From an optimization exercise on the open Yosys and OpenROAD flow, aimed at a short achievable clock period and few clock cycles; shortcuts taken in it are not production practice.
Function was not checked in any run shown here: the RTL went through the layout flow alone.
Power and IR drop assume default switching activity.

<file path="run.sh">
#!/bin/bash
# synth_recipe.tcl (not shown) runs the flow's synth.tcl, then flattens the netlist and writes it again
# the make line also repeats each setting of config.mk as NAME=value (left out here)
make -C /OpenROAD-flow-scripts/flow DESIGN_CONFIG=/design/flow/config.mk WORK_HOME=/design/flow/orfs CLKGATE_MAP_FILE= SYNTH_SCRIPT=/design/flow/synth_recipe.tcl finish
</file>
<file path="config.mk">
export PLATFORM = sky130hd
export DESIGN_NAME = ARM
export DESIGN_NICKNAME = ARM
export VERILOG_FILES = /design/flow/design.v
export SDC_FILE = /design/flow/constraint.sdc
export NUM_CORES = 4
export LEC_CHECK = 0
export CAP_MARGIN = 20
export CORE_MARGIN = 2
export CORE_UTILIZATION = 40
export SLEW_MARGIN = 20
</file>
<file path="constraint.sdc">
create_clock -name core_clock -period 20.0 [get_ports {clk}]
set_input_delay 4.0000 -clock core_clock [delete_from_list [all_inputs] [get_ports {clk}]]
set_output_delay 4.0000 -clock core_clock [all_outputs]
set_load 0.01 [all_outputs]
</file>
<file path="design.v">
module ARM(
	input clk, rst,
	output [31:0] imem_addr,
	input [31:0] imem_data,
	output [31:0] dmem_addr,
	output [31:0] dmem_wdata,
	output dmem_read,
	output dmem_write,
	input [31:0] dmem_rdata,
	input dmem_ready
);
	reg [29:0] pc;           
	reg [31:0] ir;           
	reg        ir_v;
	reg [29:0] pc_d;         
	reg        x_wen, x_fwe, x_ld;
	reg [3:0]  x_dest;
	reg [3:0]  x_op;
	reg [31:0] x_a, x_b, x_imm;
	reg        x_fa, x_fb;   
	reg        x_isimm, x_zero;
	reg [1:0]  x_sht;
	reg [4:0]  x_sha;
	reg [3:0]  x_ldflags;    
	reg [31:0] m_addr, m_wdata;
	reg        m_rd, m_wr;
	reg [31:0] lr;
	reg        w_wen;
	reg [3:0]  w_dest;
	reg [3:0]  flags;        
	wire [31:0] rf [0:15];
	genvar gi;
	generate
		for (gi = 0; gi < 16; gi = gi + 1) begin : g_rf
			reg [31:0] r;
			always @(posedge clk or posedge rst)
				if (rst) r <= gi;
				else if (w_wen && w_dest == gi) r <= lr;
			assign rf[gi] = r;
		end
	endgenerate
	assign imem_addr = {pc, 2'b00};
	assign dmem_addr = m_addr;
	assign dmem_wdata = m_wdata;
	assign dmem_read = m_rd;
	assign dmem_write = m_wr;
	wire [31:0] xa = x_fa ? lr : x_a;
	wire [31:0] xbs = x_fb ? lr : x_b;
	wire [63:0] x_rr = {xbs, xbs} >> x_sha;
	reg  [31:0] x_sh;
	always @(*) begin
		case (x_sht)
			2'b00: x_sh = xbs << x_sha;
			2'b11: x_sh = x_rr[31:0];
			default: x_sh = xbs >> x_sha;
		endcase
	end
	wire [31:0] xb = x_isimm ? x_imm : (x_zero ? 32'd0 : x_sh);
	wire cin = flags[1];    
	wire op_add = (x_op == 4'b0100);
	wire op_adc = (x_op == 4'b0101);
	wire op_sub = (x_op == 4'b0010);
	wire op_sbc = (x_op == 4'b0110);
	wire op_cmp = (x_op == 4'b1010);
	wire inv_b = op_sub | op_sbc | op_cmp;
	wire add_cin = op_sub | op_cmp | ((op_adc | op_sbc) & cin);
	wire [31:0] xbx = inv_b ? ~xb : xb;
	wire [32:0] sum = {1'b0, xa} + {1'b0, xbx} + {32'd0, add_cin};
	reg [31:0] alu;
	reg c_out, v_out;
	always @(*) begin
		c_out = 1'b0;
		v_out = 1'b0;
		case (x_op)
			4'b1101: alu = xb;
			4'b1111: alu = ~xb;
			4'b0100, 4'b0101: begin
				alu = sum[31:0];
				c_out = sum[32];
				v_out = (xa[31] == xb[31]) & (sum[31] != xa[31]);
			end
			4'b0010: begin
				alu = sum[31:0];
				c_out = ~sum[32];
				v_out = (xa[31] != xb[31]) & (sum[31] != xa[31]);
			end
			4'b0110: begin
				alu = sum[31:0];
				c_out = ~sum[32];
				v_out = (xa[31] == xb[31]) & (sum[31] != xa[31]);
			end
			4'b1010: begin
				alu = sum[31:0];
				c_out = ~(xa[31] ^ xb[31] ^ sum[32]);
				v_out = (xa[31] != xb[31]) & (sum[31] != xa[31]);
			end
			4'b0000, 4'b1000: alu = xa & xb;
			4'b1100: alu = xa | xb;
			4'b0001: alu = xa ^ xb;
			default: alu = 32'd0;
		endcase
	end
	wire [3:0] alu_flags = {alu == 32'd0, c_out, alu[31], v_out};
	wire [3:0] x_flags = x_ld ? x_ldflags : alu_flags;
	wire [31:0] x_res = x_ld ? dmem_rdata : alu;
	wire [3:0] cond = ir[31:28];
	wire [1:0] mode = ir[27:26];
	wire       d_i = ir[25];
	wire [3:0] opc = ir[24:21];
	wire       d_s = ir[20];
	wire [3:0] rn = ir[19:16];
	wire [3:0] rd = ir[15:12];
	wire is_dp = (mode == 2'b00);
	wire is_mem = (mode == 2'b01);
	wire is_br = (mode == 2'b10);
	wire is_ld = is_mem & d_s;
	wire is_st = is_mem & ~d_s;
	reg dp_ok, dp_nowb;
	always @(*) begin
		dp_ok = 1'b0;
		dp_nowb = 1'b0;
		case (opc)
			4'b1101, 4'b1111, 4'b0100, 4'b0101, 4'b0010, 4'b0110,
			4'b0000, 4'b1100, 4'b0001: dp_ok = 1'b1;
			4'b1010, 4'b1000: begin dp_ok = 1'b1; dp_nowb = 1'b1; end
			default: ;
		endcase
	end
	wire d_wen = (is_dp & dp_ok & ~dp_nowb) | is_ld;
	wire d_fwe = (is_dp & dp_ok & (d_s | dp_nowb)) | is_ld;
	wire [3:0] srcb = is_st ? rd : ir[3:0];
	wire [31:0] rfa = rf[rn];
	wire [31:0] rfb = rf[srcb];
	wire [31:0] bya = (w_wen && w_dest == rn) ? lr : rfa;
	wire [31:0] byb = (w_wen && w_dest == srcb) ? lr : rfb;
	wire fwda = x_wen && (x_dest == rn);
	wire fwdb = x_wen && (x_dest == srcb);
	wire [31:0] off = {{20{ir[11]}}, ir[11:0]};
	wire [32:0] asum = {1'b0, bya} + {1'b0, off};
	wire [3:0] d_ldflags = {asum[31:0] == 32'd0, asum[32], asum[31],
	                        (bya[31] == off[31]) & (asum[31] != bya[31])};
	wire [31:0] d_wdata = fwdb ? x_res : byb;
	wire [63:0] imm_rr = {24'd0, ir[7:0], 24'd0, ir[7:0]} >> {ir[11:8], 1'b0};
	wire [3:0] ff = x_fwe ? x_flags : flags;
	wire fz = ff[3], fc = ff[2], fn = ff[1], fv = ff[0];
	reg cpass;
	always @(*) begin
		case (cond)
			4'b0000: cpass = fz;
			4'b0001: cpass = ~fz;
			4'b0010: cpass = fc;
			4'b0011: cpass = ~fc;
			4'b0100: cpass = fn;
			4'b0101: cpass = ~fn;
			4'b0110: cpass = fv;
			4'b0111: cpass = ~fv;
			4'b1000: cpass = fc & ~fz;
			4'b1001: cpass = ~fc | fz;
			4'b1010: cpass = (fn == fv);
			4'b1011: cpass = (fn != fv);
			4'b1100: cpass = ~fz & (fn == fv);
			4'b1101: cpass = fz | ~fv;
			4'b1110: cpass = 1'b1;
			default: cpass = 1'b0;
		endcase
	end
	wire stall_mem = (m_rd | m_wr) & ~dmem_ready;
	wire stall_dep = ir_v & is_mem & fwda;
	wire hold = stall_mem | stall_dep;
	wire go = ir_v & ~stall_dep;           
	wire exe = go & cpass;
	wire br_taken = ir_v & is_br & cpass;
	wire [29:0] br_target = pc_d + 30'd1 + {{6{ir[23]}}, ir[23:0]};
	always @(posedge clk or posedge rst) begin
		if (rst) begin
			pc <= 30'd0;
			ir <= 32'd0;
			ir_v <= 1'b0;
			pc_d <= 30'd0;
		end else if (!hold) begin
			pc <= br_taken ? br_target : pc + 30'd1;
			ir <= imem_data;
			ir_v <= ~br_taken;
			pc_d <= pc;
		end
	end
	always @(posedge clk or posedge rst) begin
		if (rst) begin
			x_wen <= 1'b0;
			x_fwe <= 1'b0;
			x_ld <= 1'b0;
			m_rd <= 1'b0;
			m_wr <= 1'b0;
		end else if (!stall_mem) begin
			x_wen <= exe & d_wen;
			x_fwe <= exe & d_fwe;
			x_ld <= is_ld;
			m_rd <= exe & is_ld;
			m_wr <= exe & is_st;
		end
	end
	always @(posedge clk) begin
		if (!stall_mem) begin
			x_dest <= rd;
			x_op <= is_dp ? opc : 4'b0100;
			x_a <= bya;
			x_b <= byb;
			x_fa <= fwda;
			x_fb <= fwdb;
			x_imm <= imm_rr[31:0];
			x_isimm <= d_i;
			x_zero <= ir[4];
			x_sht <= ir[6:5];
			x_sha <= ir[11:7];
			x_ldflags <= d_ldflags;
			m_addr <= asum[31:0];
			m_wdata <= d_wdata;
		end
	end
	always @(posedge clk or posedge rst) begin
		if (rst) begin
			w_wen <= 1'b0;
			w_dest <= 4'd0;
			lr <= 32'd0;
			flags <= 4'd0;
		end else if (!stall_mem) begin
			w_wen <= x_wen;
			w_dest <= x_dest;
			lr <= x_res;
			if (x_fwe) flags <= x_flags;
		end
	end
endmodule
</file>
==> results of run 1 <==
[placed cells by master, fill, tap and decap left out, types with 18 or more instances in the layout]
cell / instances
dfrtp_1: 619
mux2_2: 582
nand2_1: 456
a22oi_1: 385
nor2_1: 251
a21oi_1: 242
o21ai_0: 223
edfxtp_1: 182
clkdlybuf4s50_1: 162
ha_1: 157
buf_4: 142
nand3_1: 134
o22ai_1: 130
inv_1: 121
mux2i_1: 106
nand4_1: 106
clkbuf_16: 93
a221oi_1: 79
nor3_1: 78
xnor2_1: 72
a22o_1: 65
xor2_1: 43
a21o_1: 42
and3_1: 39
nor2_4: 35
nand2b_1: 35
dfstp_2: 32
o211ai_1: 30
a211oi_1: 29
and2_1: 28
o21a_1: 28
nor2b_1: 27
mux4_2: 24
clkinv_2: 22
or2_2: 19
a222oi_1: 18
a31oi_1: 18
[how the worst max path moves through the flow]
stage / startpoint / to / slack [ps] / cells past startpoint
finish: x_sha[1]$_DFFE_PN_ / pc[23]$_DFFE_PP0N_ / 10020 / 25
global route: x_sha[1]$_DFFE_PN_ / pc[23]$_DFFE_PP0N_ / 9520 / 25
CTS: x_sha[1]$_DFFE_PN_ / pc[23]$_DFFE_PP0N_ / 10520 / 25
detailed placement: x_sha[1]$_DFFE_PN_ / pc[23]$_DFFE_PP0N_ / 10620 / 25
global placement: x_sha[1]$_DFFE_PN_ / pc[23]$_DFFE_PP0N_ / 10800 / 25
floorplan: rst / flags[0]$_DFFE_PP0N_ / 7130 / 1
[worst register-to-register path, stage by stage (launching register included)]
cell      delay (ps)
edfxtp_1         880
and2_1           960
a222oi_1         290
and2_1           300
a221oi_1         290
o21ai_0          210
a211oi_1        1080
o21ai_0          380
xnor2_1          220
ha_1             460
a211oi_1         140
o21ai_0          170
o311ai_0         240
a311oi_1         780
nor3_1           150
o31ai_1          340
mux2i_1          120
a211oi_1         370
nand4_1          150
nor4_2           470
and4b_1          280
o31ai_1           90
o311a_4          190
nor2_8           740
mux2_2           430
a21oi_1          140
[sequential cells by signal (all words and copies together) (netlist names), 2 cells and up]
signal and cells:
flags 4, g_rf.r 512, ir 32, lr 32, m_addr 31, m_wdata 32
pc 30, pc_d 30, w_dest 4, x_a 32, x_b 32, x_dest 4
x_imm 32, x_ldflags 4, x_op 4, x_sha 5, x_sht 2
[logic make-up (layout without fill, tap and decap cells)]
kind of cell | count (synthesis) | after routing
AND/OR/NAND/NOR | 1315 | 1315
other | 1 | 2
XOR/XNOR | 115 | 115
adder cells (fa/ha/maj) | 161 | 161
AO/OA/AOI/OAI | 1472 | 1472
flip-flops | 833 | 833
buffers and inverters | 534 | 609
multiplexers | 712 | 712
[routing by layer]
metal | vias to the layer above | routed length (um) | GRT usage (%) | part of all wire [%]
met5 | - | 125 | 0.0726 | 0.056
met4 | 16 | 15000 | 19.3 | 6.7
met3 | 675 | 25800 | 8.96 | 12
met2 | 2993 | 93000 | 47.8 | 42
met1 | 23300 | 90200 | 45.1 | 40
li1 | 19500 | - | - | -
[stage by stage]
stage               std cells  power (W)  setup WS (ps)  util (%)  cell area [um2]
floorplan                5144    0.00743           7130         -            51600
global placement         6705     0.0102          10800      43.1            55100
detailed placement       6705     0.0102          10620      43.1            55100
CTS                      6879     0.0121          10520      45.7            58400
global route             6881     0.0129           9520      45.7            58400
finish                   6881     0.0124          10020      45.7            58400
[report_power, final]
| part | total [W] | switching (W) | internal (W) |
|---|---|---|---|
| clock | 0.00187 | 0.000785 | 0.00108 |
| combinational | 0.00717 | 0.00470 | 0.00248 |
| sequential | 0.00336 | 0.000793 | 0.00257 |
| total | 0.0124 | 0.00628 | 0.00613 |
[final cells by class]
type                    count  area share (%)
multi-input cells        3777            48.0
flip-flops and latches    833            37.3
repair buffers            307            4.67
clock buffers             119            4.37
well taps                1662            3.56
clock inverters            55            1.29
inverters                 128           0.842
==> summary.txt, run 1 <==
max_slew headroom 14.6%; WHS Path Cells 0; CTS Buffer Depth 3; adder-cell share of the synthesized area a little under 4%; Worst Hold End x_isimm$_DFFE_PN_; Async S/R FF share, synth ~78%; Tot GR Track Use 33.3%; First-pass DRT Iterations 9; critical path's slowest cell a211oi_1; Final Critical Period ~10000 ps; RSZ-0062 raised after global routing false; CTS tree yes; total negative slack 0 ps; die width around 360 um; outcome no timing/DRC/antenna violations; Root Driver clkbuf_16; synth top area cells dfrtp_1 30%, mux2_2 13%, edfxtp_1 11%; DRT Wirelength roughly 220000 um; Synth Instances slightly above 5k; Vias 46.5k; Synth Area in XOR/XNOR under 10%; diodes inserted 0; CP top delay family compound AO/OA/AOI/OAI gates; WP data required about 21000 ps; Lkg Pwr between 20 and 25 nW; Yosys reg bits 833; largest net degree at the start of global routing 89; CP Max Fanout 58; # nets final 5367; startpoint types register; Post-DP HPWL 145000 um; # clock sinks roughly 830; Tightest Hold Check Type register to register; Largest stage delay, worst path about 1100 ps; die height about 360 um; worst hold slack 449 ps; Setup CP Type register to register; largest family of logic cells by synthesized area compound AO/OA/AOI/OAI gates; IO Count between 150 and 200; multiplexer share of the synthesized area between 15 and 20%; Yosys Warn Count 1; pwr dens ~210 nW/um2; synthesized area around 52000 um2; Hold Fails Final Rpt 0; DR iter-0 viols roughly 6.3k; top cell type by total area after synthesis dfrtp_1; vias in the first global route about 44k; core area approximately 130000 um2; first-pass GRT wire length roughly 320000 um; Die ar. 132000 um2; cts hold-fix bufs 0; Reg2Reg Depth 25; TritonCTS Buffers between 90 and 100; setup violators final 0; Synth Area in Compound Gates 19.8%; Area Overhead vs Synth 13.3%; Buf+Inv Stages, Crit Path 0; min-delay src ir[25]$_DFFE_PP0N_; fmax about 100 MHz; Initial Util 40.4%; gr ovfl total 0; Post-CTS Resized 0; Slew @ Worst Pin around 1300 ps; EDFF count, synth 182; clock latency on the worst-skew pair around 750 ps; postcts setup bufs 0; max-capacitance violation count 0; H-tree levels 3; Worst VDD drop approximately 100 uV; Synth top area share between 30% and 40%; register area between 20000 and 25000 um2; fraction of layout cells with a size suffix above 1 about 20%; most frequent cell after synthesis dfrtp_1; port bufs 162; post-synthesis sequential area ratio 42.3%; syn avg cell area between 10 and 15 um2; Distinct cells, synth 93; reg-to-reg startpoint x_sha[1]$_DFFE_PN_; DR WL/cell ~33 um; Via density slightly below 7; drc violations 0; R2R Setup Slk 10020 ps; Clock Skews between 70 and 80 ps; simple-gate share of the synthesized area 12.0%; crit end category register; crit path DAT 10620 ps; fill cell count between 10k and 15k; top post-synthesis cells by count 619 x dfrtp_1, 582 x mux2_2, 459 x nand2_1, 385 x a22oi_1, 326 x clkbuf_1; Tcrit/Tclk final between 40% and 50%; max-slew violations 0; initial antenna violation count 14; Rows roughly 130; multi-input logic area 28000 um2; Antenna Nets Post-Route 0; Worst-path clk slew about 60 ps; R2R Path End pc[23]$_DFFE_PP0N_; gpl congestion ~1.0; Main synth FF type dfrtp_1
==> run 2: changes to the inputs <==
--- a/design.v
+++ b/design.v
@@ -31,2 +31,3 @@
 	wire [31:0] rf [0:15];
+	reg  [15:0] wr;
 	genvar gi;
@@ -35,8 +36,10 @@
 			reg [31:0] r;
-			always @(posedge clk or posedge rst)
-				if (rst) r <= gi;
-				else if (w_wen && w_dest == gi) r <= lr;
-			assign rf[gi] = r;
+			always @(posedge clk)
+				if (w_wen && w_dest == gi) r <= lr;
+			assign rf[gi] = wr[gi] ? r : gi;
 		end
 	endgenerate
+	always @(posedge clk or posedge rst)
+		if (rst) wr <= 16'd0;
+		else if (w_wen) wr[w_dest] <= 1'b1;
 	assign imem_addr = {pc, 2'b00};
@@ -102,3 +105,5 @@
 	end
-	wire [3:0] alu_flags = {alu == 32'd0, c_out, alu[31], v_out};
+	wire z_sum = &(~((xa ^ xbx) ^ {xa[30:0] | xbx[30:0], add_cin}));
+	wire is_arith = op_add | op_adc | op_sub | op_sbc | op_cmp;
+	wire [3:0] alu_flags = {is_arith ? z_sum : (alu == 32'd0), c_out, alu[31], v_out};
 	wire [3:0] x_flags = x_ld ? x_ldflags : alu_flags;
@@ -139,3 +144,4 @@
 	wire [32:0] asum = {1'b0, bya} + {1'b0, off};
-	wire [3:0] d_ldflags = {asum[31:0] == 32'd0, asum[32], asum[31],
+	wire z_asum = &(~((bya ^ off) ^ {bya[30:0] | off[30:0], 1'b0}));
+	wire [3:0] d_ldflags = {z_asum, asum[32], asum[31],
 	                        (bya[31] == off[31]) & (asum[31] != bya[31])};
@@ -176,9 +182,11 @@
 			pc <= 30'd0;
-			ir <= 32'd0;
 			ir_v <= 1'b0;
-			pc_d <= 30'd0;
 		end else if (!hold) begin
 			pc <= br_taken ? br_target : pc + 30'd1;
+			ir_v <= ~br_taken;
+		end
+	end
+	always @(posedge clk) begin
+		if (!hold) begin
 			ir <= imem_data;
-			ir_v <= ~br_taken;
 			pc_d <= pc;
@@ -222,4 +230,2 @@
 			w_wen <= 1'b0;
-			w_dest <= 4'd0;
-			lr <= 32'd0;
 			flags <= 4'd0;
@@ -227,5 +233,9 @@
 			w_wen <= x_wen;
+			if (x_fwe) flags <= x_flags;
+		end
+	end
+	always @(posedge clk) begin
+		if (!stall_mem) begin
 			w_dest <= x_dest;
 			lr <= x_res;
-			if (x_fwe) flags <= x_flags;
 		end
==> flow/run.sh (new file) <==
#!/bin/bash
# Layout flow: the standard ORFS flow, with timing repair (floorplan,
# CTS and global-route repair_timing) aiming for a setup slack of
# SETUP_SLACK_MARGIN ns instead of 0, so the layout is optimised for the
# shortest period it can reach. Constraints (constraint.sdc) are unchanged.
set -uo pipefail
cd "$(dirname "$0")/.."
export SETUP_SLACK_MARGIN=15
bash standard.sh > flow_make.log 2>&1
==> standard.sh (new file) <==
#!/bin/bash
# synth_recipe.tcl (not shown) runs the flow's synth.tcl, then flattens the netlist and writes it again
# the make line also repeats each setting of config.mk as NAME=value (left out here)
make -C /OpenROAD-flow-scripts/flow DESIGN_CONFIG=/design/flow/config.mk WORK_HOME=/design/flow/orfs CLKGATE_MAP_FILE= SYNTH_SCRIPT=/design/flow/synth_recipe.tcl "${@:-finish}"
removed: run.sh
==> summary.txt, run 2 <==
max-slew violations 0 (unchanged); outcome no timing/DRC/antenna violations (unchanged); largest net degree at the start of global routing 58 (was 89); Tightest Hold Check Type register to register (unchanged); fill cell count 11.6k (was 11.9k); internal power 0.00626 W (was 0.00613 W); register area 25300 um2 (was 21800 um2); commonest non-fill, non-tap cell in the layout nand3_1 (was dfrtp_1); Worst Hold End x_isimm$_DFFE_PN_ (unchanged); reg-to-reg startpoint x_fb$_DFFE_PN_ (was x_sha[1]$_DFFE_PN_); Slew @ Worst Pin 1320 ps (was 1270 ps); first-pass GRT wire length 354000 um (was 321000 um); Seq pwr share 24.7% (was 27.1%); total power draw 0.0121 W (was 0.0124 W); top cell type by total area after synthesis edfxtp_1 (was dfrtp_1); max reg flops 512 (unchanged); met2 wire len 103000 um (was 93000 um); routed length on met1 91500 um (was 90200 um); vias in the first global route 46.7k (was 44.5k); Initial Util 40.4% (about the same); Main synth FF type edfxtp_1 (was dfrtp_1); Worst-path clk slew 60 ps (about the same); Antenna Nets Post-Route 0 (unchanged); fmax 127 MHz (was 100 MHz); Synth Instances 5150 (was 5143); Distinct cells, synth 99 (was 93); min-delay src ir[25]$_DFFE_PN_ (was ir[25]$_DFFE_PP0N_); Max Used Layer met5 (unchanged); crit path DAT 8490 ps (was 10620 ps); top post-synthesis cells by count 947 x nand3_1, 792 x edfxtp_1, 316 x clkbuf_1, 286 x nor2_1, 259 x nand2_1 (was 619 x dfrtp_1, 582 x mux2_2, 459 x nand2_1, 385 x a22oi_1, 326 x clkbuf_1); Final Critical Period 7850 ps (was 9980 ps); initial antenna violation count 14 (unchanged); Reg2Reg Depth 30 (was 25); Psw 0.00588 W (was 0.00628 W); R2R Setup Slk 12150 ps (was 10020 ps); TritonCTS Buffers 96 (was 92); max_slew headroom 11.0% (was 14.6%); multi-input logic area 27800 um2 (was 28000 um2); post-synthesis sequential area ratio 48.1% (was 42.3%); pwr dens 185 nW/um2 (was 212 nW/um2); Post-DP HPWL 151000 um (was 145000 um); clock latency on the worst-skew pair 780 ps (was 750 ps); gr ovfl total 0 (unchanged); critical path's slowest cell mux4_2 (was a211oi_1); Tot GR Track Use 36.6% (was 33.3%); Yosys Warn Count 1 (unchanged); IO Count 165 (unchanged); setup violators final 0 (unchanged); Largest stage delay, worst path 590 ps (was 1080 ps); crit end category register (unchanged); EDFF count, synth 792 (was 182); Vias 50.6k (was 46.5k); Setup CP Type register to register (unchanged); Die ar. 134000 um2 (was 132000 um2); Clock Skews 125 ps (was 79.2 ps); # nets final 5781 (was 5367); fraction of layout cells with a size suffix above 1 24.1% (was 19.9%); startpoint types register (unchanged); Async S/R FF share, synth 6.70% (was 78.2%); Hold Fails Final Rpt 0 (unchanged); clock power share 14.5% (was 15.0%); Tcrit/Tclk final 39.3% (was 49.9%); Lkg Pwr 24.2 nW (was 24.8 nW); die height 366 um (was 363 um); Root Driver clkbuf_16 (unchanged); DR WL/cell 35.0 um (was 32.6 um); WP data required 20640 ps (about the same); Worst VDD drop 113 uV (was 104 uV); H-tree levels 3 (unchanged); Sw Ratio 48.4% (was 50.6%); WHS Path Cells 0 (unchanged); synthesized area 52500 um2 (was 51600 um2); CP Max Fanout 9 (was 58); Comb power frac 60.8% (was 57.8%); gpl congestion 1.02 (was 1.05); DRT Wirelength 256000 um (was 224000 um); First-pass DRT Iterations 10 (was 9); Yosys reg bits 851 (was 833); Synth top area share 45.3% (was 30.0%); die width 366 um (was 363 um); CTS tree yes (unchanged); commonest cells after routing, fill and taps aside 940 x nand3_1, 792 x edfxtp_1, 314 x buf_4 (was 619 x dfrtp_1, 582 x mux2_2, 456 x nand2_1); Area Overhead vs Synth 24.9% (was 13.3%); met3 wire len 40600 um (was 25800 um); core area 130000 um2 (was 128000 um2); CTS Buffer Depth 3 (unchanged); Via density 6.92 (was 6.76); synth top area cells edfxtp_1 45%, nand3_1 9.0%, ha_1 5.4% (was dfrtp_1 30%, mux2_2 13%, edfxtp_1 11%); total negative slack 0 ps (unchanged); drc violations 0 (unchanged); cts hold-fix bufs 0 (unchanged); syn avg cell area 10.2 um2 (was 10.0 um2); most frequent cell after synthesis nand3_1 (was dfrtp_1); Biggest register g_rf.r (unchanged); R2R Path End pc[3]$_DFFE_PP0N_ (was pc[23]$_DFFE_PP0N_); Rows 132 (was 131); port bufs 162 (unchanged); Post-Route Utilization 50.5% (was 45.7%); max-capacitance violation count 0 (unchanged); RSZ-0062 raised after global routing true (was false); # clock sinks 851 (was 833); DR iter-0 viols 9156 (was 6295)
run 2: cell count changes in the layout (fill, tap and decap cells not counted), moves of 62 or more:
| cell | previous run | this run |
|---|---|---|
| inv_1 | 121 | 184 |
| nand3_1 | 134 | 940 |
| clkdlybuf4s50_1 | 162 | 65 |
| buf_6 | 1 | 83 |
| dfrtp_1 | 619 | 17 |
| edfxtp_1 | 182 | 792 |
| mux2_2 | 582 | 119 |
| a21oi_1 | 242 | 167 |
| o21ai_0 | 223 | 82 |
| a31oi_1 | 18 | 80 |
| nand4_1 | 106 | 200 |
| a22oi_1 | 385 | 16 |
| buf_4 | 142 | 314 |
| nand2_1 | 456 | 248 |
run 2: how the worst max path moves through the flow:
stage | endpoint | slack, ps | cells after the start | from
finish | pc[3]$_DFFE_PP0N_ | 12150 | 30 | x_fb$_DFFE_PN_
global route | pc[3]$_DFFE_PP0N_ | 12060 | 26 | lr[13]$_DFFE_PN_
CTS | pc[25]$_DFFE_PP0N_ | 12400 | 28 | x_fb$_DFFE_PN_
detailed placement | pc[5]$_DFFE_PP0N_ | 10760 | 27 | x_sha[0]$_DFFE_PN_
global placement | pc[11]$_DFFE_PP0N_ | 10690 | 27 | x_sha[0]$_DFFE_PN_
floorplan | pc[24]$_DFFE_PP0N_ | 13070 | 31 | x_fb$_DFFE_PN_
run 2: kinds of logic after synthesis:
logic type | Yosys count | synth area share (%)
fa+ha+maj | 229 | 5.52
mux | 292 | 6.81
flops | 851 | 48.1
other cells | 1 | 0.00715
compound gates | 913 | 11.9
xor+xnor | 185 | 3.09
simple gates | 2101 | 20.1
buf+inv | 578 | 4.39
run 2: timing repair:
item,CTS,global route
endpoints found under the setup margin,508,293
hold endpoints to repair,0,0
setup buffers,204,74
gates cloned,36,6
pin swaps,115,114
resized for setup,836,227
run 2: per-stage QoR:
step	instances	worst slack (ps)	cell area (um2)	hold WS, ps
after detailed placement	6806	10760	56400	421
after CTS	7223	12400	63600	436
after global routing	7307	12060	65500	451
final	7319	12150	65500	436
after global placement	6806	10690	56400	416
after floorplan	5151	13070	53000	400
run 2: metal layers:
layer,vias to the layer above,GRT usage [%]
met4,10,23.5
met2,4591,51.3
li1,20500,-
met5,-,0
met1,24400,47.7
met3,1116,13.0
run 2: critical path, delay by kind of cell, from the launching register on:
kind / cells / cell delay (ps)
compound gates: 14 / 3520
xor+xnor: 2 / 380
fa+ha+maj: 1 / 390
buf+inv: 6 / 970
flops: 1 / 480
mux: 3 / 890
simple gates: 4 / 1050
run 2: area by class of cell:
cell class | count | share of cell area (%)
Antenna cell | 13 | 0.0496
Tap cell | 1742 | 3.33
Clock inverter | 60 | 0.777
Multi-Input combinational cell | 3726 | 42.4
Sequential cell | 851 | 38.6
Timing Repair Buffer | 615 | 9.82
Clock buffer | 117 | 3.90
Inverter | 195 | 1.17
run 2: power groups by stage:
stage | registers, W | clock network, W | logic, W
4_1_cts | 0.00297 | 0.00175 | 0.00657
6_report | 0.00300 | 0.00176 | 0.00739
3_5_place_dp | 0.00312 | 0 | 0.00554
5_1_grt | 0.00301 | 0.00183 | 0.00758
3_3_place_gp | 0.00312 | 0 | 0.00554
2_1_floorplan | 0.00289 | 0 | 0.00347

==> separate check: timing with driven ports <==
Ports are ideal in the flow. The routed layouts listed here were re-timed in OpenROAD. Step 1, drivers: a clkbuf_16 drives clk and a buf_2 each remaining input, both assumed. Step 2 times the ports against the registers' clock, not the clock port: input delays grow and output delays shrink by t, the midpoint of the rising clock arrivals with the driver on. Three values: ideal, step 1, step 2; two values: the first two.
| run | t (ns) | setup WS [ns] | worst setup path at the end | worst data-port slew with drivers (ns) |
|---|---|---|---|---|
| run 1 | 0.784 | 10.024 / 10.024 / 10.024 | register to register | 0.12 |
| run 2 | 0.810 | 12.149 / 12.149 / 12.149 | register to register | 0.10 |
After both steps setup and hold are still met in every run listed.
